Context: an optimization exercise on an open-source flow, tuned for small area. The choices shown serve that exercise and are no tape-out recipe.
In this exercise RTL edits were held to simulation tests only and were not proved equivalent to the original.
Power figures rest on the tool's default switching activity, not on a simulated workload.

$ cat flow/flow/synth.tcl
# The standard flow's synthesis (synth_recipe.tcl, which runs ORFS's synth.tcl) with one
# change: ABC maps the logic with an area-oriented script (flow/area.abc,
# &deepsyn then &nf), tried in parallel with several random seeds and with
# and without an &synch2 pass first; the smallest result is kept.
# Registers are mapped before ABC runs and are not touched by it.
proc abc {args} {
  set w $::env(FLOW_WORK)/abc_trials
  file mkdir $w
  set i [lsearch -exact $args -script]
  set lib_args {}
  foreach {k v} $args { if {$k eq "-liberty"} { lappend lib_args -liberty $v } }
  set f [open $::env(FLOW_ABC_SCRIPT)]; set tmpl [read $f]; close $f
  yosys write_rtlil $w/abc_in.il
  set trials {}
  foreach pre {"" "&synch2"} {
    foreach seed $::env(FLOW_ABC_SEEDS) {
      set t [llength $trials]
      set script $w/t$t.abc
      set f [open $script w]; puts $f [string map [list @SEED@ $seed @PRE@ $pre] $tmpl]; close $f
      set targs $args
      lset targs [expr {$i + 1}] $script
      set f [open $w/t$t.ys w]
      puts $f "read_rtlil $w/abc_in.il"
      puts $f "abc $targs"
      puts $f "tee -q -o $w/t$t.stat stat $lib_args"
      puts $f "write_rtlil $w/t$t.il"
      puts $f "tee -q -o $w/t$t.done log done"
      close $f
      lappend trials $t
    }
  }
  # run the trials, at most NUM_CORES at a time
  if {[info exists ::env(YOSYS_EXE)] && $::env(YOSYS_EXE) ne ""} {
    set yosys_exe $::env(YOSYS_EXE)
  } else {
    set yosys_exe [auto_execok yosys]
  }
  set pending $trials
  set running {}
  while {[llength $pending] > 0 || [llength $running] > 0} {
    while {[llength $pending] > 0 && [llength $running] < $::env(NUM_CORES)} {
      set t [lindex $pending 0]; set pending [lrange $pending 1 end]
      exec $yosys_exe -q -l $w/t$t.log -s $w/t$t.ys >& /dev/null &
      lappend running $t
    }
    after 2000
    set still {}
    foreach t $running {
      if {![file exists $w/t$t.done]} {
        if {[file exists $w/t$t.log] && [catch {exec grep -q "ERROR" $w/t$t.log}] == 0} { continue }
        lappend still $t
      }
    }
    set running $still
  }
  after 2000
  set best ""; set best_area 1e99
  foreach t $trials {
    set area 1e99
    if {[file exists $w/t$t.done] && [file exists $w/t$t.stat]} {
      set f [open $w/t$t.stat]; regexp {Chip area for module [^:]*: ([0-9.]+)} [read $f] -> area; close $f
    }
    puts "ABC trial $t: area $area"
    if {$area < $best_area} { set best_area $area; set best $t }
  }
  if {$best eq ""} { error "no ABC trial finished" }
  puts "ABC: kept trial $best, area $best_area"
  yosys design -reset
  yosys read_rtlil $w/t$best.il
}
source $::env(FLOW_WORK)/synth_recipe.tcl
$ cat flow/design.v
module clock_divider_1s(
    input  wire clk,
    input  wire rst_n,
    output wire tick,       
    output wire first,      
    output wire tick_d1,    
    output wire [4:0] ph    
);
    reg [14:0] s;
    reg f;
    wire z13 = ~|s[13:1];
    wire fb = s[14] ^ s[13] ^ (z13 & ~s[0]);
    always @(posedge clk or negedge rst_n) begin
        if (!rst_n) begin
            s <= 15'd0;
            f <= 1'b0;
        end else begin
            s <= {s[13:0], fb};
            if (s[14] & z13 & ~s[0]) f <= 1'b1;
        end
    end
    wire zhi = ~s[14] & z13;
    assign tick    = f & zhi & ~s[0];
    assign first   = ~f & zhi & ~s[0];
    assign tick_d1 = f & zhi & s[0];
    assign ph = s[4:0];
endmodule
module btn_onepulse(
    input  wire clk,
    input  wire rst_n,
    input  wire btn_n,   
    output reg  pulse    
);
    localparam [9:0] MASK = 10'b1010101010;
    reg s0, s1;                  
    reg [9:0] q;
    reg db, db_d;
    wire [9:0] cnt = q ^ MASK;
    wire lvl = ~s1;              
    wire diff = lvl ^ db;
    wire full = cnt[9] & cnt[6] & cnt[5] & cnt[4] & cnt[3] & cnt[2] & cnt[0];
    wire fb = ~(cnt[9] ^ cnt[2]);
    wire run = diff & ~full;
    always @(posedge clk) begin
        db_d <= db;
        q    <= ({10{run}} & {cnt[8:0], fb}) ^ MASK;
    end
    always @(posedge clk or negedge rst_n) begin
        if (!rst_n) begin
            s0    <= 1'b1;
            s1    <= 1'b1;
            db    <= 1'b0;
            pulse <= 1'b0;
        end else begin
            s0 <= btn_n;
            s1 <= s0;
            if (diff & full)
                db <= ~db;
            pulse <= db & ~db_d;
        end
    end
endmodule
module adjust_select(
    input  wire clk, rst_n,
    input  wire sw_mode,
    input  wire sel_pulse, up_pulse, down_pulse,
    input  wire first, tick_d1,
    output wire inc_sec, dec_sec, inc_min, dec_min, inc_hour, dec_hour,
    output wire inc_day, dec_day, inc_mon, dec_mon, inc_year, dec_year,
    output wire en_sec, en_min, en_hour, en_day, en_mon, en_year,
    output wire e76, e54, e32, e10         
);
    reg sw_mode_d, up_r, dn_r, nb;
    reg [1:0] idx, i_r;
    always @(posedge clk) begin
        sw_mode_d <= sw_mode;
        i_r <= idx;
    end
    always @(posedge clk or negedge rst_n) begin
        if (!rst_n) begin
            idx <= 2'd0;
            up_r <= 1'b0;
            dn_r <= 1'b0;
            nb <= 1'b0;
        end else begin
            up_r <= up_pulse;
            dn_r <= down_pulse & ~up_pulse;
            nb <= first | (nb ^ tick_d1);
            if (sw_mode != sw_mode_d)
                idx <= 2'd0;
            else if (sel_pulse)
                idx <= idx[1] ? 2'd0 : idx + 2'd1;
        end
    end
    wire f0 = ~i_r[1] & ~i_r[0];
    wire f1 = ~i_r[1] &  i_r[0];
    wire f2 =  i_r[1];
    wire t = ~sw_mode_d, d = sw_mode_d;
    assign inc_hour = up_r & t & f0;  assign dec_hour = dn_r & t & f0;
    assign inc_min  = up_r & t & f1;  assign dec_min  = dn_r & t & f1;
    assign inc_sec  = up_r & t & f2;  assign dec_sec  = dn_r & t & f2;
    assign inc_day  = up_r & d & f0;  assign dec_day  = dn_r & d & f0;
    assign inc_mon  = up_r & d & f1;  assign dec_mon  = dn_r & d & f1;
    assign inc_year = up_r & d & f2;  assign dec_year = dn_r & d & f2;
    wire adj = up_r | dn_r;
    assign en_hour = adj & t & f0;
    assign en_min  = adj & t & f1;
    assign en_sec  = adj & t & f2;
    assign en_day  = adj & d & f0;
    assign en_mon  = adj & d & f1;
    assign en_year = adj & d & f2;
    wire b = ~nb;
    assign e76 = b | (d & ~f2);
    assign e54 = b | ~((t & f0) | (d & f2));
    assign e32 = b | ~f1;
    assign e10 = b | ~((t & f2) | (d & f0));
endmodule
module bcd60(
    input  wire clk, rst_n,
    input  wire inc, dec,           
    output reg [2:0] q1,            
    output reg [3:0] q0,            
    output wire top                 
);
    wire o9 = q0[3] & q0[0];
    wire o0 = ~q0[3] & ~q0[2] & ~q0[1] & ~q0[0];
    assign top = q1[2] & q1[0] & o9;
    wire [3:0] ti0 = {q0[0] & (q0[3] | q0[2] & q0[1]), q0[0] & q0[1], q0[0] & ~q0[3], 1'b1};
    wire [3:0] td0 = {~q0[0] & ~q0[1] & ~q0[2], ~q0[0] & ~q0[1] & (q0[2] | q0[3]),
                      ~q0[0] & (q0[1] | q0[2] | q0[3]), 1'b1};
    wire [2:0] ti1 = {q1[0] & (q1[1] | q1[2]), q1[0] & ~q1[2], 1'b1};
    wire [2:0] td1 = {~q1[0] & ~q1[1], ~q1[0] & (q1[1] | q1[2]), 1'b1};
    always @(posedge clk or negedge rst_n) begin
        if (!rst_n) begin
            q1 <= 3'd0; q0 <= 4'd0;
        end else begin
            q0 <= q0 ^ ({4{inc}} & ti0 | {4{dec}} & td0);
            q1 <= q1 ^ ({3{inc & o9}} & ti1 | {3{dec & o0}} & td1);
        end
    end
endmodule
module hour24(
    input  wire clk, rst_n,
    input  wire inc, dec,
    output wire [1:0] q1,
    output wire [3:0] q0,
    output wire top                 
);
    reg [4:0] h;
    assign top = h[4] & h[2] & h[1] & h[0];       
    wire bot = ~|h;
    always @(posedge clk or negedge rst_n) begin
        if (!rst_n) h <= 5'd0;
        else if (inc) h <= top ? 5'd0 : h + 5'd1;
        else if (dec) h <= bot ? 5'd23 : h - 5'd1;
    end
    assign q1 = (h >= 5'd20) ? 2'd2 : (h >= 5'd10) ? 2'd1 : 2'd0;
    assign q0 = (h >= 5'd20) ? h[3:0] - 4'd4 : (h >= 5'd10) ? h[3:0] - 4'd10 : h[3:0];
endmodule
module day31(
    input  wire clk, rst_n,
    input  wire inc, dec,
    input  wire m30, feb, leap,
    output wire [1:0] q1,
    output wire [3:0] q0,
    output wire top
);
    reg [4:0] d;
    wire [4:0] mx = feb ? {4'b1110, leap} : {4'b1111, ~m30};
    assign top = d == mx;
    wire big = d > mx;
    wire bot = d == 5'd1;
    always @(posedge clk or negedge rst_n) begin
        if (!rst_n) d <= 5'd1;
        else if (big | (inc & top)) d <= 5'd1;
        else if (inc) d <= d + 5'd1;
        else if (dec) d <= bot ? mx : d - 5'd1;
    end
    assign q1 = (d >= 5'd30) ? 2'd3 : (d >= 5'd20) ? 2'd2 : (d >= 5'd10) ? 2'd1 : 2'd0;
    assign q0 = (d >= 5'd30) ? d[3:0] - 4'd14 : (d >= 5'd20) ? d[3:0] - 4'd4 : (d >= 5'd10) ? d[3:0] - 4'd10 : d[3:0];
endmodule
module month12(
    input  wire clk, rst_n,
    input  wire inc, dec,
    output wire       q1,
    output wire [3:0] q0,
    output wire top,                
    output wire m30, feb            
);
    reg [3:0] m;
    assign top = m[3] & m[2];                     
    wire bot = ~m[3] & ~m[2] & ~m[1];             
    always @(posedge clk or negedge rst_n) begin
        if (!rst_n) m <= 4'd1;
        else if (inc) m <= top ? 4'd1 : m + 4'd1;
        else if (dec) m <= bot ? 4'd12 : m - 4'd1;
    end
    assign q1 = m[3] & (m[2] | m[1]);             
    assign q0 = q1 ? m - 4'd10 : m;
    assign m30 = (m == 4'd4) | (m == 4'd6) | (m == 4'd9) | (m == 4'd11);
    assign feb = (m == 4'd2);
endmodule
module year16k(
    input  wire clk, rst_n,
    input  wire inc, dec,
    output reg [3:0] l1, l0,
    output reg [3:0] e1, e0,
    output reg r,
    output wire leap,
    output wire [3:0] y3, y2
);
    function [3:0] ti(input [3:0] q); ti = {q[0] & (q[3] | q[2] & q[1]), q[0] & q[1], q[0] & ~q[3], 1'b1}; endfunction
    function [3:0] td(input [3:0] q); td = {~q[0] & ~q[1] & ~q[2], ~q[0] & ~q[1] & (q[2] | q[3]), ~q[0] & (q[1] | q[2] | q[3]), 1'b1}; endfunction
    wire a9 = l0[3] & l0[0], a0 = ~l0[3] & ~l0[2] & ~l0[1] & ~l0[0];
    wire b9 = l1[3] & l1[0], b0 = ~l1[3] & ~l1[2] & ~l1[1] & ~l1[0];
    wire c9 = e0[3] & e0[0], c0 = ~e0[3] & ~e0[2] & ~e0[1] & ~e0[0];
    wire f9 = e1[3] & e1[0], f0 = ~e1[3] & ~e1[2] & ~e1[1] & ~e1[0];
    wire l00 = a0 & b0, l99 = a9 & b9;
    wire l_div4 = ~l0[0] & (l1[0] ^ ~l0[1]);
    wire e_div4 = ~e0[0] & (e1[0] ^ ~e0[1]);
    assign leap = l00 ? e_div4 : l_div4;
    wire ei = inc & l99, ed = dec & l00;
    wire wmax = inc & r & e1[2] & e1[1] & e0[1] & e0[0] & l1[3] & ~l1[0] & ~l0[2] & l0[1] & l0[0];
    wire wmin = dec & ~r & c0 & f0 & l00;
    always @(posedge clk or negedge rst_n) begin
        if (!rst_n) begin
            l1 <= 4'd0; l0 <= 4'd0; e1 <= 4'd2; e0 <= 4'd0; r <= 1'b0;
        end else begin
            l0 <= l0 ^ ({4{inc}} & ti(l0) | {4{dec}} & td(l0)) ^ {wmin, wmax, wmin, 1'b0};
            l1 <= l1 ^ ({4{inc & a9}} & ti(l1) | {4{dec & a0}} & td(l1)) ^ {wmax, 2'b00, wmin};
            e0 <= e0 ^ ({4{ei}} & ti(e0) | {4{ed}} & td(e0)) ^ {wmin, 1'b0, wmax | wmin, wmax};
            e1 <= e1 ^ ({4{ei & c9}} & ti(e1) | {4{ed & c0}} & td(e1)) ^ {wmin, wmax | wmin, wmax | wmin, wmin};
            r  <= r ^ (ei & c9 & f9) ^ (ed & c0 & f0) ^ wmax;
        end
    end
    wire lt28 = ~e1[2] & (~e1[1] | (~e1[0] & ~e0[3]));
    wire bor = ~e0[3];
    wire [3:0] o28 = bor ? e0 + 4'd2 : {3'b000, e0[0]};
    wire [3:0] t28 = e1 - 4'd2 - {3'b000, bor};
    assign y3 = ~r ? e1 : lt28 ? 4'd9 : t28;
    assign y2 = ~r ? e0 : lt28 ? 4'd9 : o28;
endmodule
module seg7(
    input  wire [3:0] v,
    output wire [6:0] s
);
    assign s[0] = (~v[3] & ~v[2] & ~v[1] & v[0]) | (v[2] & ~v[1] & ~v[0]);
    assign s[1] = v[2] & (v[1] ^ v[0]);
    assign s[2] = ~v[2] & v[1] & ~v[0];
    assign s[3] = (v[2] & ~(v[1] ^ v[0])) | (~v[3] & ~v[2] & ~v[1] & v[0]);
    assign s[4] = v[0] | (v[2] & ~v[1]);
    assign s[5] = (v[1] & v[0]) | (~v[2] & v[1]) | (~v[3] & ~v[2] & v[0]);
    assign s[6] = (~v[3] & ~v[2] & ~v[1]) | (v[2] & v[1] & v[0]);
endmodule
module seg7t(
    input  wire [2:0] v,
    output wire [6:0] s
);
    assign s[0] = (v[0] & ~v[1] & ~v[2]) | (~v[0] & v[2]);
    assign s[1] = (v[0] & v[2]);
    assign s[2] = (~v[0] & v[1]);
    assign s[3] = (v[0] & ~v[1] & ~v[2]) | (~v[0] & v[2]);
    assign s[4] = ~((~v[0] & ~v[2]));
    assign s[5] = (v[0] & ~v[2]) | (v[1]);
    assign s[6] = (~v[1] & ~v[2]);
endmodule
module top_level(
    input  wire clk,
    input  wire [3:0]  button,
    input  wire [17:0] SW,
    output wire [6:0]  HEX0, HEX1, HEX2, HEX3, HEX4, HEX5, HEX6, HEX7
);
    wire rst_n = button[3];
    wire sw_mode = SW[0];
    wire tick, first, tick_d1;
    wire [4:0] ph;
    clock_divider_1s u_div (.clk(clk), .rst_n(rst_n), .tick(tick), .first(first),
                            .tick_d1(tick_d1), .ph(ph));
    wire sel_pulse, up_pulse, down_pulse;
    btn_onepulse u_sel  (.clk(clk), .rst_n(rst_n), .btn_n(button[2]), .pulse(sel_pulse));
    btn_onepulse u_up   (.clk(clk), .rst_n(rst_n), .btn_n(button[1]), .pulse(up_pulse));
    btn_onepulse u_down (.clk(clk), .rst_n(rst_n), .btn_n(button[0]), .pulse(down_pulse));
    wire inc_sec, dec_sec, inc_min, dec_min, inc_hour, dec_hour;
    wire inc_day, dec_day, inc_mon, dec_mon, inc_year, dec_year;
    wire en_sec, en_min, en_hour, en_day, en_mon, en_year;
    wire e76, e54, e32, e10;
    adjust_select u_adj (
        .clk(clk), .rst_n(rst_n), .sw_mode(sw_mode),
        .sel_pulse(sel_pulse), .up_pulse(up_pulse), .down_pulse(down_pulse),
        .first(first), .tick_d1(tick_d1),
        .inc_sec(inc_sec), .dec_sec(dec_sec), .inc_min(inc_min), .dec_min(dec_min),
        .inc_hour(inc_hour), .dec_hour(dec_hour), .inc_day(inc_day), .dec_day(dec_day),
        .inc_mon(inc_mon), .dec_mon(dec_mon), .inc_year(inc_year), .dec_year(dec_year),
        .en_sec(en_sec), .en_min(en_min), .en_hour(en_hour),
        .en_day(en_day), .en_mon(en_mon), .en_year(en_year),
        .e76(e76), .e54(e54), .e32(e32), .e10(e10));
    reg c;
    wire carry_sec  = c & ph[0];
    wire carry_min  = c & ph[1];
    wire carry_hour = c & ph[2];
    wire carry_day  = c & ph[3];
    wire carry_mon  = c & ph[4];
    wire [2:0] s1, m1; wire [3:0] s0, m0, h0, d0, o0, l1, l0;
    wire [1:0] h1, d1; wire o1;
    wire [3:0] y3, y2;
    wire s_top, m_top, h_top, d_top, o_top, leap;
    bcd60 u_sec (.clk(clk), .rst_n(rst_n), .inc(inc_sec | (~en_sec & tick)), .dec(dec_sec),
                 .q1(s1), .q0(s0), .top(s_top));
    bcd60 u_min (.clk(clk), .rst_n(rst_n), .inc(inc_min | (~en_min & carry_sec)), .dec(dec_min),
                 .q1(m1), .q0(m0), .top(m_top));
    hour24 u_hour (.clk(clk), .rst_n(rst_n), .inc(inc_hour | (~en_hour & carry_min)), .dec(dec_hour),
                   .q1(h1), .q0(h0), .top(h_top));
    wire m30, feb;
    day31 u_day (.clk(clk), .rst_n(rst_n), .inc(inc_day | (~en_day & carry_hour)), .dec(dec_day),
                 .m30(m30), .feb(feb), .leap(leap), .q1(d1), .q0(d0), .top(d_top));
    month12 u_mon (.clk(clk), .rst_n(rst_n), .inc(inc_mon | (~en_mon & carry_day)), .dec(dec_mon),
                   .q1(o1), .q0(o0), .top(o_top), .m30(m30), .feb(feb));
    year16k u_year (.clk(clk), .rst_n(rst_n), .inc(inc_year | (~en_year & carry_mon)), .dec(dec_year),
                    .l1(l1), .l0(l0), .e1(), .e0(), .r(), .leap(leap), .y3(y3), .y2(y2));
    always @(posedge clk) begin
        c <= (tick & ~en_sec & s_top)
                | (carry_sec & ~en_min & m_top)
                | (carry_min & ~en_hour & h_top)
                | (carry_hour & ~en_day & d_top)
                | (carry_day & ~en_mon & o_top);
    end
    wire [3:0] dg7 = y3;
    wire [3:0] dg6 = y2;
    wire [3:0] dg5 = sw_mode ? l1 : {2'b00, h1};
    wire [3:0] dg4 = sw_mode ? l0 : h0;
    wire [2:0] dg3 = sw_mode ? {2'b00, o1} : m1;
    wire [3:0] dg2 = sw_mode ? o0 : m0;
    wire [2:0] dg1 = sw_mode ? {1'b0, d1} : s1;
    wire [3:0] dg0 = sw_mode ? d0 : s0;
    wire [6:0] g7, g6, g5, g4, g3, g2, g1, g0;
    seg7 u7 (.v(dg7), .s(g7));
    seg7 u6 (.v(dg6), .s(g6));
    seg7 u5 (.v(dg5), .s(g5));
    seg7 u4 (.v(dg4), .s(g4));
    seg7t u3 (.v(dg3), .s(g3));
    seg7 u2 (.v(dg2), .s(g2));
    seg7t u1 (.v(dg1), .s(g1));
    seg7 u0 (.v(dg0), .s(g0));
    assign HEX7 = g7 | {7{~(sw_mode & e76)}};
    assign HEX6 = g6 | {7{~(sw_mode & e76)}};
    assign HEX5 = g5 | {7{~e54}};
    assign HEX4 = g4 | {7{~e54}};
    assign HEX3 = g3 | {7{~e32}};
    assign HEX2 = g2 | {7{~e32}};
    assign HEX1 = g1 | {7{~e10}};
    assign HEX0 = g0 | {7{~e10}};
endmodule
$ cat flow/flow/area.abc
strash
&get -n
&fraig -x
&put
scorr
dc2
strash
&get -n
@PRE@
&deepsyn -T 60 -S @SEED@
&dch -f
&nf -R 1000 -p -F 10 -A 10
&put
$ cat flow/config.mk
export PLATFORM = sky130hd
export DESIGN_NAME = top_level
export DESIGN_NICKNAME = top_level
export VERILOG_FILES = /design/flow/design.v
export SDC_FILE = /design/flow/constraint.sdc
export NUM_CORES = 8
export LEC_CHECK = 0
export ABC_AREA = 1
export CAP_MARGIN = 20
export CORE_MARGIN = 2
export CORE_UTILIZATION = 40
export SLEW_MARGIN = 20
$ cat flow/standard.sh
#!/bin/bash
# synth_recipe.tcl (not shown) runs the flow's synth.tcl, then flattens the netlist and writes it again
# the make line also repeats each setting of config.mk as NAME=value (left out here)
make -C /OpenROAD-flow-scripts/flow DESIGN_CONFIG=/design/flow/config.mk WORK_HOME=/design/flow/orfs CLKGATE_MAP_FILE= SYNTH_SCRIPT=/design/flow/synth_recipe.tcl "${@:-finish}"
$ cat flow/constraint.sdc
create_clock -name core_clock -period 15.0 [get_ports {clk}]
set_input_delay 3.0000 -clock core_clock [delete_from_list [all_inputs] [get_ports {clk}]]
set_output_delay 3.0000 -clock core_clock [all_outputs]
set_load 0.01 [all_outputs]
$ cat flow/flow/run.sh
#!/bin/bash
# Layout flow: the standard flow (standard.sh) with these changes
#  - synthesis maps the logic with an area-oriented ABC script (flow/area.abc),
#    run as 16 parallel trials (seeds, with or without &synch2), keeping
#    the smallest (see flow/synth.tcl),
#    and without extracting half/full adder cells (ADDER_MAP_FILE empty);
#  - ports are buffered with buf_1 cells;
#  - the clock tree is built from clkbuf_4 cells, without dummy loads.
# Each tool's output goes to the ORFS logs under orfs/logs; the make output
# to flow.log.
set -euo pipefail
export FLOW_WORK=$PWD
export FLOW_ABC_SCRIPT=$PWD/flow/area.abc
export FLOW_ABC_SEEDS="1 2 3 4 5 6 7 8"
bash standard.sh \
  SYNTH_SCRIPT=$PWD/flow/synth.tcl \
  ADDER_MAP_FILE= \
  "BUFFER_PORTS_ARGS=-buffer_cell sky130_fd_sc_hd__buf_1" \
  "CTS_ARGS=-sink_clustering_enable -repair_clock_nets -buf_list sky130_fd_sc_hd__clkbuf_4 -dont_use_dummy_load" \
  finish > flow.log 2>&1
==> results.ini, run 1 <==
[outcome]
status=finished clean

[routing]
routedWlPerCell_um=13.2
dr.pass1.iters=4
drc=0
dr.first_iter.drc_count=234
via_per_inst=5.35
ant_nets=0
vias=4833
drt_wl_total_mm=11.9

[worst_setup_path]
crit_chain=buf_1, buf_4, clkinv_1, o21ai_0, nor2_1, nor3b_1, clkinv_1, a22o_1, buf_1
worstSetupPathType=in -> out
end_kind=output pin
slowest_stage=o21ai_0
path_delay_family=buffers and inverters
crit_arrival_ns=5.26
path_buf_inv=5
slowest_delay_ns=0.49
crit_required_ns=12.00
crit_path_max_fanout=35
cp-start-kind=input port

[cts]
post_cts_resize_count=0
post_cts_buffers=0
cts_hold_buf=0
cts_buffer_depth=2
cts_root_buf=clkbuf_4
worstSkewPairLatency_ns=0.49
clkTransAtPathRegs_ns=0.11
cts_buffers=17
htreeDepth=4
cts_tree=done
clock_sinks=115

[finish]
final_cell_area_mm2=0.00621
drive_above_1_share_pct=4.01
final_net_count=748
nFillCells=1340
n_antenna_cell=0
stdcell_count=903
area.growth.synth_to_final_pct=10.4

[floorplanning]
fp.dieArea_mm2=0.0150
io_pins=79
core-area_mm2=0.0138
die_height_um=123
start_util_pct=40.6
dieWidth_um=123
fp-row-count=43

[logic_synthesis]
postSynthCellCount=645
synth_area_per_cell_um2=8.71
yosysMostFrequentCell=nand2_1
ys_ff_latch=115
yosysTopAreaCell=dfrtp_1
synth_top_cell_area_share_pct=30.7
yosysUniqueCellTypes=51
yosys-top-cells-area=dfrtp_1 31%, dfxtp_1 13%, nand2_1 6.3%, nor2_1 5.5%, xnor2_1 4.4%
synthTopCellsByCount=94 x nand2_1, 82 x nor2_1, 69 x dfrtp_1
netlist_area_mm2=0.00562
synth_flop_cell=dfrtp_1
synth_edf_count=0
yosysWarningCount=9
synth-async-reset-ratio_pct=67.8
ys_seq_area_share_pct=48.1
syn-num-nets=668

[grt]
grt_max_degree=62
antenna_found_initial=0
grt_pass1_wl_mm=20.1
grt_usage_pct=16.6
gr-total-overflow=0
grt_pass1_vias=4298

[power_and_ir_drop]
ir_drop_uv=52.9
p_per_area_mw_per_mm2=79.4
internal-power_uw=375
leakage_nw=2.56
power_frac_clock_pct=29.2
power_frac_seq_pct=64.1
p_sw_uw=118
netSwitchingFraction_pct=23.9
p_comb_share_pct=6.7

[timing]
setup_viol=0
finClkSkew_ns=0.0325
drv_slew=0
fin_setup_tns_ns=0
relSlewSlack_pct=43.1
period_share_pct=55.1
rsz0062_at_grt=false
worst_slew_pin_slew_ns=0.849
max_clock_freq_ghz=0.121
hold_viol_final=0
period_minus_slack_ns=8.26

[placement]
gp_congestion=0.864
dp.cells=886
io_buffers=61
dpl-instance-area_mm2=0.00608
dp_hpwl_mm=8.79

[hold_path]
holdCritPathClass=reg -> reg

[flow_run]
drv_cap=0

## cell usage in the layout (no fill, tap or decap), drive strengths merged, types with 19 or more instances in the layout
cell type,synthesis,routed
dfrtp,69,69
o21ai,47,47
dfxtp,37,37
buf,2,62
nand2,94,94
xnor2,28,28
a21oi,39,39
nand2b,19,19
clkinv,19,19
nor2,82,82
nand3,30,30
## cell families after synthesis
logic type / Yosys count / synth area share (%)
simple gates: 316 / 26.8
compound gates: 150 / 16.6
flops: 115 / 48.1
xor+xnor: 35 / 5.45
buf+inv: 21 / 1.54
mux: 8 / 1.54
## per-stage QoR
step / total power [mW] / utilization [%] / hold slack, ns / worst slack [ns]
floorplan: 0.340 / - / 0.343 / 7.73
global placement: 0.355 / 44.0 / 0.346 / 6.85
detailed placement: 0.356 / 44.0 / 0.348 / 6.78
CTS: 0.501 / 44.9 / 0.363 / 6.77
global route: 0.521 / 44.9 / 0.369 / 6.53
finish: 0.493 / 44.9 / 0.362 / 6.74
## sequential cells by signal, indices dropped and copies added, names as in the netlist, 2 cells and up
signal     count
u_year.e0      4
u_adj.idx      2
u_year.e1      4
u_sel.q       10
u_sec.q1       3
u_adj.i_r      2
u_hour.h       5
u_mon.m        4
u_down.q      10
u_year.l0      4
u_min.q1       3
u_min.q0       4
u_div.s       15
u_year.l1      4
u_up.q        10
u_sec.q0       4
u_day.d        5
## per-layer routing
layer / part of all wire (%) / global-route usage, % / vias to the layer above
li1: - / - / 2451
met1: 48 / 22.1 / 2251
met2: 46 / 26.4 / 109
met3: 4.0 / 3.90 / 22
met4: 2.1 / 6.39 / 0
met5: 0 / 0 / -
## cell type report
class	instances	area, µm²	share of cell area (%)
Timing Repair Buffer	63	248	3.99
Clock buffer	17	128	2.06
Sequential cell	115	2700	43.6
Inverter	19	71.3	1.15
Tap cell	180	225	3.63
Multi-Input combinational cell	509	2830	45.6
## final timing paths
kind	startpoint	end	slack, ns	depth (start not counted)
worst min register to register	u_up.s0	u_up.s1	0.36	0
worst max-delay path	SW[0]	HEX4[5]	6.74	9
worst min-delay path	u_up.s0	u_up.s1	0.36	0
worst max register to register	u_adj.sw_mode_d	u_year.e1[0]	11.19	12
max in group asynchronous	button[3]	u_sel.db	11.54	2
min in group asynchronous	button[3]	u_year.l1[3]	2.39	1
## worst reg2reg max path: stages (launching register included)
cell and delay (ns):
dfxtp_1 0.55, nand3_1 0.25, or4_1 0.53, nor3_1 0.38, nand2_1 0.12, or2_0 0.33, or3_1 0.39, nor3_1 0.20
o21ai_0 0.24, o21ai_0 0.27, or3_1 0.18, o21ai_0 0.12, xnor2_1 0.14
## power groups by stage
stage / Clock (mW) / Sequential, mW / Combinational [mW]
3_5_place_dp: 0 / 0.322 / 0.0335
6_report: 0.144 / 0.316 / 0.0329
2_1_floorplan: 0 / 0.322 / 0.0189
3_3_place_gp: 0 / 0.322 / 0.0326
4_1_cts: 0.151 / 0.316 / 0.0336
5_1_grt: 0.166 / 0.317 / 0.0377
==> run 2: changes to the inputs <==
--- a/flow/design.v
+++ b/flow/design.v
@@ -125,10 +125,8 @@
     wire o9 = q0[3] & q0[0];
     wire o0 = ~q0[3] & ~q0[2] & ~q0[1] & ~q0[0];
-    assign top = q1[2] & q1[0] & o9;
+    assign top = q1[2] & ~q1[1] & o9;            
     wire [3:0] ti0 = {q0[0] & (q0[3] | q0[2] & q0[1]), q0[0] & q0[1], q0[0] & ~q0[3], 1'b1};
     wire [3:0] td0 = {~q0[0] & ~q0[1] & ~q0[2], ~q0[0] & ~q0[1] & (q0[2] | q0[3]),
                       ~q0[0] & (q0[1] | q0[2] | q0[3]), 1'b1};
-    wire [2:0] ti1 = {q1[0] & (q1[1] | q1[2]), q1[0] & ~q1[2], 1'b1};
-    wire [2:0] td1 = {~q1[0] & ~q1[1], ~q1[0] & (q1[1] | q1[2]), 1'b1};
     always @(posedge clk or negedge rst_n) begin
         if (!rst_n) begin
@@ -136,5 +134,6 @@
         end else begin
             q0 <= q0 ^ ({4{inc}} & ti0 | {4{dec}} & td0);
-            q1 <= q1 ^ ({3{inc & o9}} & ti1 | {3{dec & o0}} & td1);
+            if (inc & o9) q1 <= {q1[1:0], ~q1[2]};
+            else if (dec & o0) q1 <= {~q1[0], q1[2:1]};
         end
     end
@@ -162,5 +161,5 @@
     input  wire inc, dec,
     input  wire m30, feb, leap,
-    output wire [1:0] q1,
+    output wire [2:0] q1,           
     output wire [3:0] q0,
     output wire top
@@ -177,5 +176,5 @@
         else if (dec) d <= bot ? mx : d - 5'd1;
     end
-    assign q1 = (d >= 5'd30) ? 2'd3 : (d >= 5'd20) ? 2'd2 : (d >= 5'd10) ? 2'd1 : 2'd0;
+    assign q1 = (d >= 5'd30) ? 3'b111 : (d >= 5'd20) ? 3'b011 : (d >= 5'd10) ? 3'b001 : 3'b000;
     assign q0 = (d >= 5'd30) ? d[3:0] - 4'd14 : (d >= 5'd20) ? d[3:0] - 4'd4 : (d >= 5'd10) ? d[3:0] - 4'd10 : d[3:0];
 endmodule
@@ -257,10 +256,10 @@
     output wire [6:0] s
 );
-    assign s[0] = (v[0] & ~v[1] & ~v[2]) | (~v[0] & v[2]);
-    assign s[1] = (v[0] & v[2]);
-    assign s[2] = (~v[0] & v[1]);
-    assign s[3] = (v[0] & ~v[1] & ~v[2]) | (~v[0] & v[2]);
-    assign s[4] = ~((~v[0] & ~v[2]));
-    assign s[5] = (v[0] & ~v[2]) | (v[1]);
+    assign s[0] = (v[0] & ~v[1]) | (~v[0] & v[1]);
+    assign s[1] = (~v[1] & v[2]);
+    assign s[2] = (v[1] & ~v[2]);
+    assign s[3] = (v[0] & ~v[1]) | (~v[0] & v[1]);
+    assign s[4] = (v[0] & ~v[1]) | (v[2]);
+    assign s[5] = (v[0]);
     assign s[6] = (~v[1] & ~v[2]);
 endmodule
@@ -302,5 +301,5 @@
     wire carry_mon  = c & ph[4];
     wire [2:0] s1, m1; wire [3:0] s0, m0, h0, d0, o0, l1, l0;
-    wire [1:0] h1, d1; wire o1;
+    wire [1:0] h1; wire [2:0] d1; wire o1;
     wire [3:0] y3, y2;
     wire s_top, m_top, h_top, d_top, o_top, leap;
@@ -331,5 +330,5 @@
     wire [2:0] dg3 = sw_mode ? {2'b00, o1} : m1;
     wire [3:0] dg2 = sw_mode ? o0 : m0;
-    wire [2:0] dg1 = sw_mode ? {1'b0, d1} : s1;
+    wire [2:0] dg1 = sw_mode ? d1 : s1;
     wire [3:0] dg0 = sw_mode ? d0 : s0;
     wire [6:0] g7, g6, g5, g4, g3, g2, g1, g0;
==> run 2 against run 1 <==
Effect of this change: fmax is 1.0% lower; clock skew is 0.0011 ns higher; sequential share of layout area is 0.11 points higher; via count is 2.1% higher; non-clock buffer count stayed put; final area is 0.26% lower; hold slack worse by 0.0028 ns; first-iteration DRC count is 82% higher; utilization is 0.057 points higher; final cell count is 0.78% higher; still clean on timing, DRC and antenna; clock power hardly changed; critical path depth stayed put; largest power group unchanged.
==> results.ini, run 2 <==
[routing]
drt_wl_total_mm=12.1
drc=0
dr.pass1.iters=5
routedWlPerCell_um=13.3
dr.first_iter.drc_count=426
vias=4935
via_per_inst=5.42
ant_nets=0

[worst_setup_path]
cp_common_cell=buf_1
slowest_delay_ns=0.71
crit_arrival_ns=5.34
worstSetupPathType=in -> out
slowest_stage=a21oi_1
path_delay_family=compound AO/OA/AOI/OAI gates
cp-start-kind=input port
crit_required_ns=12.00
crit_path_max_fanout=32
path_buf_inv=4
end_kind=output pin
crit_chain=buf_1, buf_4, clkinv_1, a21oi_1, nand3_1, nor2_1, o22ai_1, o21ai_0, buf_1

[timing]
period_minus_slack_ns=8.34
period_share_pct=55.6
drv_slew=0
setup_viol=0
hold_viol_final=0
relSlewSlack_pct=37.0
max_clock_freq_ghz=0.120
finClkSkew_ns=0.0336
fin_setup_tns_ns=0
rsz0062_at_grt=false
setup_slack_ns=6.66
worst_slew_pin_slew_ns=0.934

[cts]
htreeDepth=4
cts_hold_buf=0
cts_buffers=17
worstSkewPairLatency_ns=0.50
cts_tree=done
clock_sinks=115
cts_root_buf=clkbuf_4
post_cts_buffers=0
clkTransAtPathRegs_ns=0.09
post_cts_resize_count=0
cts_buffer_depth=2

[logic_synthesis]
ys_seq_area_share_pct=48.3
yosysUniqueCellTypes=51
netlist_area_mm2=0.00560
yosysMostFrequentCell=nand2_1
synth-async-reset-ratio_pct=67.8
yosys-top-cells-area=dfrtp_1 31%, dfxtp_1 13%, nand2_1 8.8%, nor2_1 5.8%, dfstp_2 4.2%
yosysTopAreaCell=dfrtp_1
synthTopCellsByCount=131 x nand2_1, 86 x nor2_1, 69 x dfrtp_1
ys_ff_latch=115
postSynthCellCount=652
synth_top_cell_area_share_pct=30.8
synth_flop_cell=dfrtp_1
synth_area_per_cell_um2=8.59
syn-num-nets=675
synth_edf_count=0
yosysWarningCount=9

[floorplanning]
core-area_mm2=0.0138
dieWidth_um=122
start_util_pct=40.7
io_pins=79
fp-row-count=43
fp.dieArea_mm2=0.0150
die_height_um=122

[finish]
largest_reg_flops=15
n_antenna_cell=0
layout_common_cells=131 x nand2_1, 86 x nor2_1, 69 x dfrtp_1
final_net_count=755
area.growth.synth_to_final_pct=10.5
regMostFlops=u_div.s
layout_commonest_cell=nand2_1
drive_above_1_share_pct=3.97
stdcell_count=910

[grt]
grt_max_degree=79
grt_usage_pct=17.0
grt_pass1_wl_mm=20.4
grt_pass1_vias=4584
antenna_found_initial=0
gr-total-overflow=0

[flow_run]
drv_cap=0

[placement]
dp_hpwl_mm=8.72
dpl_worst_slack_ns=6.66
gp_congestion=0.846
dp.cells=893
io_buffers=61

[power_and_ir_drop]
p_per_area_mw_per_mm2=79.1
ir_drop_uv=78.3
leakage_nw=2.61

[outcome]
status=finished clean

[hold_path]
holdCritPathClass=reg -> reg

run 2: changes by cell type after synthesis, moves of 4 or more:
| cell | before | now |
|---|---|---|
| nor3_1 | 18 | 9 |
| nor2_1 | 82 | 86 |
| o22ai_1 | 2 | 10 |
| nand2_1 | 94 | 131 |
| clkinv_1 | 19 | 13 |
| and3_1 | 8 | 1 |
| a22oi_1 | 1 | 5 |
| o211ai_1 | 6 | 13 |
| nor2b_1 | 18 | 12 |
run 2: path summary, 6_finish.rpt:
check	cells past startpoint	slack [ns]	end	start
max	9	6.66	HEX6[2]	SW[0]
min	0	0.36	u_down.s1	u_down.s0
max reg2reg	14	11.11	u_year.e0[1]	u_adj.sw_mode_d
min reg2reg	0	0.36	u_down.s1	u_down.s0
max in group asynchronous	2	11.83	u_year.l1[0]	button[3]
min in group asynchronous	2	2.65	u_sec.q0[1]	button[3]
run 2: per-stage QoR:
| stage | hold WS [ns] | power (mW) | util [%] | cell area, µm² |
|---|---|---|---|---|
| detailed placement | 0.348 | 0.353 | 44.0 | 6060 |
| finish | 0.359 | 0.490 | 44.9 | 6190 |
| global route | 0.368 | 0.515 | 44.9 | 6190 |
| CTS | 0.361 | 0.498 | 44.9 | 6190 |
| floorplan | 0.343 | 0.338 | - | 5600 |
| global placement | 0.346 | 0.352 | 44.0 | 6060 |
run 2: cells by family (layout without fill, tap and decap cells):
kind of cell | after synthesis | in the layout | share of synthesized area, %
flops | 115 | 115 | 48.3
buf+inv | 15 | 93 | 1.14
compound gates | 156 | 156 | 17.4
mux | 9 | 9 | 1.72
simple gates | 324 | 324 | 26.3
xor+xnor | 33 | 33 | 5.16
run 2: area by class of cell:
class / instances / area (µm²)
flip-flops and latches: 115 / 2700
fillers: 1395 / 7580
clock buffers: 17 / 128
repair buffers: 63 / 251
multi-input cells: 522 / 2830
well taps: 180 / 225
inverters: 13 / 48.8
run 2: power breakdown:
group,internal (mW),leakage (nW),total (mW),switching (mW)
sequential,0.312,1.32,0.314,0.00226
clock,0.0517,0.0782,0.143,0.0917
combinational,0.0102,1.22,0.0320,0.0218
run 2: layer usage:
layer | track usage, % | vias to the layer above | part of all wire [%]
li1 | - | 2471 | -
met3 | 4.88 | 13 | 4.1
met4 | 5.96 | 0 | 1.3
met1 | 21.8 | 2341 | 47
met5 | 0 | - | 0
met2 | 27.4 | 110 | 47
run 2: worst register-to-register path: stages (launching register included):
cell	delay [ns]
dfxtp_1	0.56
nand3_1	0.21
or3_1	0.37
or3_1	0.43
or4_1	0.47
or2_0	0.24
nor2_1	0.28
nand3_1	0.21
nor3_1	0.24
nor2_1	0.12
a21oi_1	0.20
a21oi_1	0.10
a21oi_1	0.21
a21oi_1	0.06
a21oi_1	0.11
==> run 3: changes to the inputs <==
--- a/flow/flow/run.sh
+++ b/flow/flow/run.sh
@@ -2,6 +2,6 @@
 # Layout flow: the standard flow (standard.sh) with these changes
 #  - synthesis maps the logic with an area-oriented ABC script (flow/area.abc),
-#    run as 16 parallel trials (seeds, with or without &synch2), keeping
-#    the smallest (see flow/synth.tcl),
+#    run as 24 parallel trials (8 seeds; nothing, &synch2 or &syn3 first),
+#    keeping the smallest (see flow/synth.tcl),
 #    and without extracting half/full adder cells (ADDER_MAP_FILE empty);
 #  - ports are buffered with buf_1 cells;
@@ -13,4 +13,5 @@
 export FLOW_ABC_SCRIPT=$PWD/flow/area.abc
 export FLOW_ABC_SEEDS="1 2 3 4 5 6 7 8"
+export FLOW_ABC_PRE="{} &synch2 &syn3"
 bash standard.sh \
   SYNTH_SCRIPT=$PWD/flow/synth.tcl \
--- a/flow/flow/synth.tcl
+++ b/flow/flow/synth.tcl
@@ -1,6 +1,7 @@
 # The standard flow's synthesis (synth_recipe.tcl, which runs ORFS's synth.tcl) with one
 # change: ABC maps the logic with an area-oriented script (flow/area.abc,
-# &deepsyn then &nf), tried in parallel with several random seeds and with
-# and without an &synch2 pass first; the smallest result is kept.
+# &deepsyn then &nf), tried in parallel with several random seeds
+# (FLOW_ABC_SEEDS) and passes run first (FLOW_ABC_PRE); the smallest
+# result is kept.
 # Registers are mapped before ABC runs and are not touched by it.
 proc abc {args} {
@@ -13,5 +14,5 @@
   yosys write_rtlil $w/abc_in.il
   set trials {}
-  foreach pre {"" "&synch2"} {
+  foreach pre $::env(FLOW_ABC_PRE) {
     foreach seed $::env(FLOW_ABC_SEEDS) {
       set t [llength $trials]
==> run 3 against run 2 <==
Effect of this change: count of clock-buffer cells in the layout unchanged; critical path depth unchanged; register-to-register slack better by 0.47 ns; hold slack worse by 0.019 ns; final cell count down 0.22%; clock skew down 0.0012 ns; wire length up 0.12%; die area down 0.33%; synthesized area down 0.34%.
==> results.ini, run 3 <==
[finish]
final_cell_area_mm2=0.00619
area.growth.synth_to_final_pct=11.0
stdcell_count=908
n_antenna_cell=0
layout_commonest_cell=nand2_1
final_net_count=753
regMostFlops=u_div.s
final_util_pct=45.0
layout_common_cells=115 x nand2_1, 80 x nor2_1, 69 x dfrtp_1
drive_above_1_share_pct=4.26
largest_reg_flops=15

[logic_synthesis]
synth_compound_area_share_pct=17.6
yosysMostFrequentCell=nand2_1
netlist_area_mm2=0.00558
yosys-top-cells-area=dfrtp_1 31%, dfxtp_1 13%, nand2_1 7.7%, nor2_1 5.4%, o21ai_0 4.8%
ys_seq_area_share_pct=48.4
yosysWarningCount=9
ys_ff_latch=115
yosys.area_share.simple_pct=25.1
synth-async-reset-ratio_pct=67.8
synth_fa_ha_area_share_pct=0
synth_flop_cell=dfrtp_1
syn-num-nets=671
synth_top_cell_area_share_pct=30.9
postSynthCellCount=648
yosysUniqueCellTypes=55
synth_edf_count=0
synthTopCellsByCount=115 x nand2_1, 80 x nor2_1, 69 x dfrtp_1
synth-xor-area-share_pct=5.96
synth_top_family_by_area=simple AND/OR/NAND/NOR gates
yosysTopAreaCell=dfrtp_1
synth_area_per_cell_um2=8.61
synthMuxAreaShare_pct=1.17

[worst_setup_path]
reg2reg_slack_ns=11.58
end_kind=output pin
crit_required_ns=12.00
r2r_end=u_year.l0[3]
worstSetupPathType=in -> out
r2r-start=u_adj.sw_mode_d
crit_arrival_ns=5.64
r2r_cells=12
crit_path_max_fanout=27
cp-start-kind=input port

[placement]
io_buffers=61
dp.cells=890
dp_hpwl_mm=8.71
gp_congestion=0.854
dpl-instance-area_mm2=0.00605

[timing]
setup_viol=0
period_minus_slack_ns=8.64
drv_slew=0
fin_setup_tns_ns=0
relSlewSlack_pct=49.9
finClkSkew_ns=0.0324
period_share_pct=57.6
max_clock_freq_ghz=0.116
rsz0062_at_grt=false
hold_viol_final=0
worst_slew_pin_slew_ns=0.752

[routing]
dr.pass1.iters=5
routedWlPerCell_um=13.3
ant_nets=0
vias=4856
via_per_inst=5.35
drc=0
dr.first_iter.drc_count=380
drt_wl_total_mm=12.1

[hold_path]
min_to=u_down.s1
worstHoldStart=u_down.s0
holdCritPathClass=reg -> reg
min_path_cells=0

[cts]
cts_root_buf=clkbuf_4
worstSkewPairLatency_ns=0.51
post_cts_buffers=0
cts_buffers=17
clkTransAtPathRegs_ns=0.09
cts_hold_buf=0
htreeDepth=4
post_cts_resize_count=0
clock_sinks=115
cts_tree=done
cts_buffer_depth=2

[floorplanning]
start_util_pct=40.5
die_height_um=122
fp.dieArea_mm2=0.0149
fp-row-count=43
core-area_mm2=0.0138
io_pins=79
dieWidth_um=122

[grt]
grt_pass1_vias=4483
gr-total-overflow=0
grt_usage_pct=17.0
antenna_found_initial=0
grt_pass1_wl_mm=20.3
grt_max_degree=79

[power_and_ir_drop]
power_frac_clock_pct=29.2
p_comb_share_pct=6.4
p_per_area_mw_per_mm2=78.8
p_sw_uw=114
internal-power_uw=374
power_frac_seq_pct=64.4
leakage_nw=2.56
netSwitchingFraction_pct=23.4
ir_drop_uv=68.3

[outcome]
status=finished clean

[flow_run]
drv_cap=0

==> run 3: per-layer routing <==
metal	vias up	share of wire [%]	track usage (%)
li1	2446	-	-
met1	2294	48	22.3
met2	102	47	27.2
met3	14	4.1	4.03
met4	0	1.1	6.61
met5	-	0	0
==> run 3: kinds of logic (layout without fill, tap and decap cells) <==
group	after synthesis	count (layout)
multiplexers	6	6
XOR/XNOR	38	38
AND/OR/NAND/NOR	305	305
flip-flops	115	115
buffers and inverters	24	104
AO/OA/AOI/OAI	160	160
==> run 3: worst max-delay path by stage <==
stage	from	endpoint	slack, ns	cells after the start
after global placement	SW[0]	HEX6[1]	6.47	9
after detailed placement	SW[0]	HEX6[1]	6.34	9
after CTS	SW[0]	HEX6[1]	6.32	9
final	SW[0]	HEX6[1]	6.36	9
after global routing	SW[0]	HEX6[1]	6.16	9
after floorplan	SW[0]	HEX6[1]	7.37	6
==> run 3: area by class of cell <==
| type | instances | area (µm²) |
|---|---|---|
| inverter | 22 | 82.6 |
| clock buffer | 17 | 128 |
| timing repair buffer | 65 | 275 |
| sequential | 115 | 2700 |
| multi-input combinational | 509 | 2780 |
| tap | 180 | 225 |
| fill | 1326 | 7580 |
==> run 3: power groups by stage <==
stage	logic (mW)	clock network [mW]	registers, mW
3_5_place_dp	0.0314	0	0.321
5_1_grt	0.0358	0.165	0.315
3_3_place_gp	0.0305	0	0.320
6_report	0.0314	0.143	0.314
4_1_cts	0.0315	0.152	0.314
2_1_floorplan	0.0176	0	0.320
==> run 3: worst max-delay path: stages <==
cell and delay [ns]:
buf_1 0.07, buf_4 0.30, clkinv_1 0.44, a21oi_1 0.74, nand3_1 0.23, o21a_1 0.23
nand2b_1 0.18, o31ai_1 0.25, buf_1 0.18
==> run 3: per-stage QoR <==
| stage | power [mW] | hold slack, ns | worst slack, ns |
|---|---|---|---|
| after floorplan | 0.338 | 0.343 | 7.37 |
| after global placement | 0.351 | 0.345 | 6.47 |
| after detailed placement | 0.352 | 0.347 | 6.34 |
| after CTS | 0.497 | 0.343 | 6.32 |
| after global routing | 0.515 | 0.345 | 6.16 |
| final | 0.488 | 0.340 | 6.36 |
==> run 4: changes to the inputs <==
--- a/flow/design.v
+++ b/flow/design.v
@@ -26,14 +26,15 @@
     assign ph = s[4:0];
 endmodule
-module btn_onepulse(
+module btn_onepulse #(parameter ACT = 0) (
     input  wire clk,
     input  wire rst_n,
     input  wire btn_n,   
-    output reg  pulse    
+    output wire pulse    
 );
     localparam [9:0] MASK = 10'b1010101010;
     reg s0, s1;                  
     reg [9:0] q;
-    reg db, db_d;
+    reg db, db_d, p;
+    reg [1:0] ph;
     wire [9:0] cnt = q ^ MASK;
     wire lvl = ~s1;              
@@ -51,5 +52,6 @@
             s1    <= 1'b1;
             db    <= 1'b0;
-            pulse <= 1'b0;
+            p     <= 1'b0;
+            ph    <= 2'b00;
         end else begin
             s0 <= btn_n;
@@ -57,7 +59,9 @@
             if (diff & full)
                 db <= ~db;
-            pulse <= db & ~db_d;
+            p     <= db & ~db_d;
+            ph    <= {ph[0], (diff & full & lvl) | (ph[0] & ~ph[1])};
         end
     end
+    assign pulse = ACT ? (ph[1] & ~ph[0]) : p;
 endmodule
 module adjust_select(
@@ -71,5 +75,7 @@
     output wire e76, e54, e32, e10         
 );
-    reg sw_mode_d, up_r, dn_r, nb;
+    reg sw_mode_d, nb;
+    wire up_r = up_pulse;
+    wire dn_r = down_pulse & ~up_pulse;
     reg [1:0] idx, i_r;
     always @(posedge clk) begin
@@ -80,10 +86,6 @@
         if (!rst_n) begin
             idx <= 2'd0;
-            up_r <= 1'b0;
-            dn_r <= 1'b0;
             nb <= 1'b0;
         end else begin
-            up_r <= up_pulse;
-            dn_r <= down_pulse & ~up_pulse;
             nb <= first | (nb ^ tick_d1);
             if (sw_mode != sw_mode_d)
@@ -278,6 +280,6 @@
     wire sel_pulse, up_pulse, down_pulse;
     btn_onepulse u_sel  (.clk(clk), .rst_n(rst_n), .btn_n(button[2]), .pulse(sel_pulse));
-    btn_onepulse u_up   (.clk(clk), .rst_n(rst_n), .btn_n(button[1]), .pulse(up_pulse));
-    btn_onepulse u_down (.clk(clk), .rst_n(rst_n), .btn_n(button[0]), .pulse(down_pulse));
+    btn_onepulse #(.ACT(1)) u_up   (.clk(clk), .rst_n(rst_n), .btn_n(button[1]), .pulse(up_pulse));
+    btn_onepulse #(.ACT(1)) u_down (.clk(clk), .rst_n(rst_n), .btn_n(button[0]), .pulse(down_pulse));
     wire inc_sec, dec_sec, inc_min, dec_min, inc_hour, dec_hour;
     wire inc_day, dec_day, inc_mon, dec_mon, inc_year, dec_year;
==> run 4 against run 3 <==
Effect of this change: still clean on timing, DRC and antenna; synthesized cell count shrank 0.15%; sequential power shrank 2%; power shrank 1.1%; clock skew grew 0.0049 ns; non-clock buffer count shrank 2; critical path depth is the same; via count shrank 0.54%; utilization grew 0.73 points; critical path type unchanged; largest cell class unchanged.
==> results.ini, run 4 <==
[grt]
grt_pass1_vias=4391
antenna_found_initial=0
grt_usage_pct=17.2
grt_max_degree=79
grt_pass1_wl_mm=20.3
gr-total-overflow=0

[timing]
worst_slew_pin_slew_ns=0.959
period_share_pct=56.2
relSlewSlack_pct=35.4
drv_slew=0
hold_viol_final=0
setup_slack_ns=6.58
max_clock_freq_ghz=0.119
fin_setup_tns_ns=0
finClkSkew_ns=0.0373
period_minus_slack_ns=8.42
setup_viol=0
rsz0062_at_grt=false

[logic_synthesis]
ys_seq_area_share_pct=48.3
netlist_area_mm2=0.00552
yosysWarningCount=10
yosysUniqueCellTypes=52
synth_compound_area_share_pct=16.3
synth-xor-area-share_pct=4.76
synth-async-reset-ratio_pct=69.0
synth_top_family_by_area=simple AND/OR/NAND/NOR gates
synthMuxAreaShare_pct=1.34
synth_top_cell_area_share_pct=31.3
postSynthCellCount=647
synth_edf_count=0
syn-num-nets=670
yosysTopAreaCell=dfrtp_1
synth_flop_cell=dfrtp_1
yosysMostFrequentCell=nand2_1
yosys-top-cells-area=dfrtp_1 31%, dfxtp_1 13%, nand2_1 8.0%, nor2_1 5.4%, dfstp_2 4.3%
ys_ff_latch=113
yosys.area_share.simple_pct=27.7
synth_fa_ha_area_share_pct=0
synth_area_per_cell_um2=8.53
synthTopCellsByCount=118 x nand2_1, 79 x nor2_1, 69 x dfrtp_1

[cts]
worstSkewPairLatency_ns=0.50
htreeDepth=4
cts_hold_buf=0
post_cts_buffers=0
cts_tree=done
clkTransAtPathRegs_ns=0.09
cts_buffer_depth=2
cts_buffers=17
post_cts_resize_count=0
clock_sinks=113
cts_root_buf=clkbuf_4

[power_and_ir_drop]
ir_drop_uv=54.7
power_frac_seq_pct=64.0
p_sw_uw=116
p_per_area_mw_per_mm2=79.1
leakage_nw=2.60
power_frac_clock_pct=30.2
internal-power_uw=367
p_comb_share_pct=5.8
netSwitchingFraction_pct=24.0

[routing]
dr.first_iter.drc_count=356
vias=4830
drt_wl_total_mm=11.9
drc=0
routedWlPerCell_um=13.3
dr.pass1.iters=5
via_per_inst=5.36
ant_nets=0

[floorplanning]
die_height_um=121
start_util_pct=41.3
core-area_mm2=0.0133
dieWidth_um=121
fp.dieArea_mm2=0.0147
io_pins=79
fp-row-count=42

[worst_setup_path]
r2r_cells=15
r2r_end=u_year.e1[0]
worstSetupPathType=in -> out
crit_arrival_ns=5.42
end_kind=output pin
crit_path_max_fanout=26
cp-start-kind=input port
crit_required_ns=12.00
reg2reg_slack_ns=11.58
r2r-start=u_up.ph[0]

[finish]
layout_common_cells=118 x nand2_1, 79 x nor2_1, 69 x dfrtp_1
n_antenna_cell=0
largest_reg_flops=15
area.growth.synth_to_final_pct=10.6
layout_commonest_cell=nand2_1
drive_above_1_share_pct=4.00
regMostFlops=u_div.s
final_net_count=750

[hold_path]
min_to=u_up.s1
min_path_cells=0
worstHoldStart=u_up.s0
holdCritPathClass=reg -> reg

[placement]
io_buffers=61
dp_hpwl_mm=8.62
gp_congestion=0.848
dpl_worst_slack_ns=6.56

[flow_run]
drv_cap=0

[outcome]
status=finished clean

==> run 4: changes by cell type after synthesis, moves of 4 or more <==
cell	change
nand4_1	+6
and2_0	-4
nand3_1	+5
nor3_1	+7
o31ai_1	-4
o21ai_0	-9
o21a_1	-5
o22ai_1	+8
nand2b_1	+5
or3_1	+4
xnor2_1	-9
==> run 4: worst max-delay path by stage <==
| stage | cells past startpoint | slack, ns | start | to |
|---|---|---|---|---|
| 5_1_grt | 9 | 6.31 | SW[0] | HEX6[4] |
| 6_report | 9 | 6.58 | SW[0] | HEX6[4] |
| 3_3_place_gp | 9 | 6.61 | SW[0] | HEX6[4] |
| 3_5_place_dp | 9 | 6.56 | SW[0] | HEX6[4] |
| 2_1_floorplan | 6 | 7.52 | SW[0] | HEX6[4] |
| 4_1_cts | 9 | 6.56 | SW[0] | HEX6[4] |
==> run 4: critical path, cell delays in order <==
cell	delay, ns
buf_1	0.07
buf_4	0.29
clkinv_1	0.48
a21oi_1	0.70
nand3_1	0.19
nand2_1	0.12
o21ai_0	0.11
or3_1	0.32
buf_1	0.13
==> run 4: final cells by class <==
| cell class | instances | area (µm²) |
|---|---|---|
| Clock buffer | 17 | 128 |
| Timing Repair Buffer | 63 | 251 |
| Inverter | 20 | 75.1 |
| Sequential cell | 113 | 2660 |
| Multi-Input combinational cell | 512 | 2760 |
| Fill cell | 1350 | 7250 |
| Tap cell | 176 | 220 |
==> run 4: power groups by stage <==
stage / logic, mW / registers [mW] / clock network [mW]
2_1_floorplan: 0.0153 / 0.315 / 0
3_3_place_gp: 0.0280 / 0.315 / 0
3_5_place_dp: 0.0285 / 0.315 / 0
4_1_cts: 0.0285 / 0.309 / 0.153
5_1_grt: 0.0318 / 0.310 / 0.170
6_report: 0.0279 / 0.309 / 0.146
==> run 4: kinds of logic (layout without fill, tap and decap cells) <==
group	Yosys count	in the layout
and+or+nand+nor	329	329
AOI/OAI and AO/OA	146	146
DFF	113	113
xor gates and xnor gates	30	30
buffers and inverters	22	100
muxes	7	7
==> run 4: stage by stage <==
step	cells	total power [mW]	area [µm²]	hold slack, ns	utilization (%)
floorplan	647	0.330	5520	0.343	-
global placement	884	0.343	5970	0.346	44.7
detailed placement	884	0.344	5970	0.348	44.7
CTS	901	0.491	6100	0.361	45.7
global route	901	0.511	6100	0.368	45.7
finish	901	0.483	6100	0.361	45.7
==> run 4: per-layer routing <==
metal | GRT usage, % | wire length [µm] | vias up
li1 | - | - | 2454
met1 | 23.3 | 6010 | 2280
met2 | 26.8 | 5360 | 86
met3 | 4.56 | 454 | 10
met4 | 5.39 | 121 | 0
met5 | 0 | 0 | -
==> run 5: changes to the inputs <==
==> flow/flow/run.sh (replaced) <==
#!/bin/bash
# Layout flow: the standard flow (standard.sh) with these changes
#  - synthesis maps the logic with an area-oriented ABC script (flow/area.abc),
#    run as 48 parallel trials (16 seeds; nothing, &synch2 or &syn3 first),
#    keeping the smallest (see flow/synth.tcl),
#    and without extracting half/full adder cells (ADDER_MAP_FILE empty);
#  - ports are buffered with buf_1 cells, and so are the outputs that
#    synthesis finds equal to another output (MIN_BUF_CELL_AND_PORTS);
#  - the clock tree is built from clkbuf_4 cells, without dummy loads.
# Each tool's output goes to the ORFS logs under orfs/logs; the make output
# to flow.log.
set -euo pipefail
export FLOW_WORK=$PWD
export FLOW_ABC_SCRIPT=$PWD/flow/area.abc
export FLOW_ABC_SEEDS="1 2 3 4 5 6 7 8 9 10 11 12 13 14 15 16"
export FLOW_ABC_PRE="{} &synch2 &syn3"
bash standard.sh \
  SYNTH_SCRIPT=$PWD/flow/synth.tcl \
  ADDER_MAP_FILE= \
  "MIN_BUF_CELL_AND_PORTS=sky130_fd_sc_hd__buf_1 A X" \
  "BUFFER_PORTS_ARGS=-buffer_cell sky130_fd_sc_hd__buf_1" \
  "CTS_ARGS=-sink_clustering_enable -repair_clock_nets -buf_list sky130_fd_sc_hd__clkbuf_4 -dont_use_dummy_load" \
  finish > flow.log 2>&1
==> run 5 against run 4 <==
Effect of this change: synthesized area fell by 0.14%; final area fell by 0.12%; power barely moved; first-iteration DRC count fell by 29%; synthesized cell count did not move; still clean on timing, DRC and antenna; final cell count fell by 0.11%.
==> results.ini, run 5 <==
[routing]
ant_nets=0
dr.pass1.iters=5
drc=0
topRoutingLayerUsed=met4
dr_wl_met3_um=506
drt_wl_total_mm=12.1
via_per_inst=5.40
wl_met2_mm=5.47
vias=4864
dr.first_iter.drc_count=251
routedWlPerCell_um=13.4
wl_met1_mm=5.99

[power_and_ir_drop]
ir_drop_uv=49.5
netSwitchingFraction_pct=23.9
p_sw_uw=115
power_frac_clock_pct=30.1
power_frac_seq_pct=64.1
p_per_area_mw_per_mm2=79.2
leakage_nw=2.59
p_comb_share_pct=5.8
internal-power_uw=367

[grt]
grt_usage_pct=17.2
antenna_found_initial=0
grt_pass1_vias=4450
grt_max_degree=79
grt_pass1_wl_mm=20.4
gr-total-overflow=0

[logic_synthesis]
synthTopCellsByCount=118 x nand2_1, 79 x nor2_1, 69 x dfrtp_1
postSynthCellCount=647
synth_top_cell_area_share_pct=31.3
yosysWarningCount=10
yosysMostFrequentCell=nand2_1
ys_seq_area_share_pct=48.4
syn-num-nets=670
ys_ff_latch=113
synth_edf_count=0
synth_flop_cell=dfrtp_1
synth-async-reset-ratio_pct=69.0
synth_area_per_cell_um2=8.51
yosys-top-cells-area=dfrtp_1 31%, dfxtp_1 13%, nand2_1 8.0%, nor2_1 5.4%, dfstp_2 4.3%
netlist_area_mm2=0.00551
yosysUniqueCellTypes=52
yosysTopAreaCell=dfrtp_1

[cts]
cts_buffers=17
post_cts_resize_count=0
clkTransAtPathRegs_ns=0.09
cts_buffer_depth=2
cts_root_buf=clkbuf_4
clock_sinks=113
htreeDepth=4
cts_tree=done
worstSkewPairLatency_ns=0.49
cts_hold_buf=0
post_cts_buffers=0

[worst_setup_path]
r2r_cells=15
slowest_delay_ns=0.71
path_delay_family=buffers and inverters
path_buf_inv=4
r2r-start=u_up.ph[0]
reg2reg_slack_ns=11.57
crit_arrival_ns=5.47
crit_chain=buf_1, buf_4, clkinv_1, a21oi_1, nand3_1, nand2_1, o21ai_0, or3_1, buf_1
cp_common_cell=buf_1
end_kind=output pin
r2r_end=u_year.e1[0]
crit_path_max_fanout=26
worstSetupPathType=in -> out
crit_required_ns=12.00
slowest_stage=a21oi_1
cp-start-kind=input port

[timing]
worst_slew_pin_slew_ns=0.913
period_minus_slack_ns=8.47
finClkSkew_ns=0.0318
setup_viol=0
rsz0062_at_grt=false
setup_slack_ns=6.53
relSlewSlack_pct=38.5
drv_slew=0
period_share_pct=56.5
fin_setup_tns_ns=0
hold_viol_final=0
max_clock_freq_ghz=0.118

[hold_path]
min_to=u_down.s1
min_path_cells=0
holdCritPathClass=reg -> reg
worstHoldStart=u_down.s0

[finish]
n_antenna_cell=0
final_net_count=749
stdcell_count=900
layout_common_cells=118 x nand2_1, 79 x nor2_1, 69 x dfrtp_1
final_cell_area_mm2=0.00609
largest_reg_flops=15
regMostFlops=u_div.s
final_util_pct=45.7
drive_above_1_share_pct=3.87
area.growth.synth_to_final_pct=10.6
layout_commonest_cell=nand2_1

[placement]
dp.cells=883
gp_congestion=0.822
dp_hpwl_mm=8.68
dpl_worst_slack_ns=6.52
io_buffers=61
dpl-instance-area_mm2=0.00596

[outcome]
status=finished clean

[floorplanning]
io_pins=79
dieWidth_um=121
core-area_mm2=0.0133
die_height_um=121
start_util_pct=41.3
fp.dieArea_mm2=0.0147
fp-row-count=42

[flow_run]
drv_cap=0

==> run 5: cells by family (layout without fill, tap and decap cells) <==
logic type                count (synthesis)  count (layout)  share of synthesized area [%]
xor gates and xnor gates                 30              30                           4.77
AOI/OAI and AO/OA                       146             146                           16.3
DFF                                     113             113                           48.4
muxes                                     7               7                           1.34
buffers and inverters                    22              99                           1.50
and+or+nand+nor                         329             329                           27.8
==> run 5: worst max path at each step <==
stage               startpoint       to  cells past startpoint
floorplan                SW[0]  HEX6[4]                      6
global placement         SW[0]  HEX6[4]                      9
detailed placement       SW[0]  HEX6[4]                      9
CTS                      SW[0]  HEX6[4]                      9
global route             SW[0]  HEX6[4]                      9
finish                   SW[0]  HEX6[4]                      9
==> run 5: final cells by class <==
cell class              instances  area (µm²)
clock buffers                  17         128
fillers                      1344        7250
inverters                      20        75.1
multi-input cells             512        2760
flip-flops and latches        113        2660
well taps                     176         220
repair buffers                 62         244
==> run 5: stage by stage <==
stage               power [mW]  hold WS (ns)
floorplan                0.330         0.343
global placement         0.343         0.347
detailed placement       0.344         0.348
CTS                      0.491         0.360
global route             0.508         0.353
finish                   0.482         0.353
==> run 5: layer usage <==
metal  vias up  track usage [%]
li1       2455                -
met1      2294             23.6
met2       104             26.9
met3        11             3.99
met4         0             5.82
met5         -                0
==> run 5: power groups by stage <==
stage                     Combinational (mW)  Sequential, mW  Clock (mW)
after floorplan                       0.0152           0.315           0
after global placement                0.0278           0.315           0
after detailed placement              0.0284           0.315           0
after CTS                             0.0285           0.309       0.154
after global routing                  0.0317           0.310       0.167
final                                 0.0279           0.309       0.145

[separate check: timing with driven ports]
No port has a modelled driver above. Below, the same layouts with a new extraction and two added sets of constraints. Step 1 assumes that a clkbuf_16 drives the clock port and a buf_2 every other input. Step 2, shift: input delay + t, output delay - t, t = (earliest + latest rising clock arrival at the registers) / 2. This alone moves slack from input paths to output paths. Three values: ideal, step 1, step 2; two values: the first two.
run | t, ns | setup slack, ns | hold slack, ns | pins driven straight from the clock port
run 1 | 0.509 | 6.742 / 6.719 / 6.719 | 0.362 / 0.362 / 0.362 | 1
run 2 | 0.520 | 6.659 / 6.633 / 6.633 | 0.359 / 0.359 / 0.359 | 1
run 3 | 0.519 | 6.360 / 6.339 / 6.339 | 0.340 / 0.340 / 0.340 | 1
run 4 | 0.516 | 6.576 / 6.554 / 6.554 | 0.361 / 0.361 / 0.361 | 1
run 5 | 0.512 | 6.527 / 6.505 / 6.505 | 0.353 / 0.353 / 0.353 | 1
After both steps setup and hold are still met in every run listed. For run 2, which loses most, drivers alone change the setup slack by -0.026 ns; drivers and shift together by -0.026 ns.
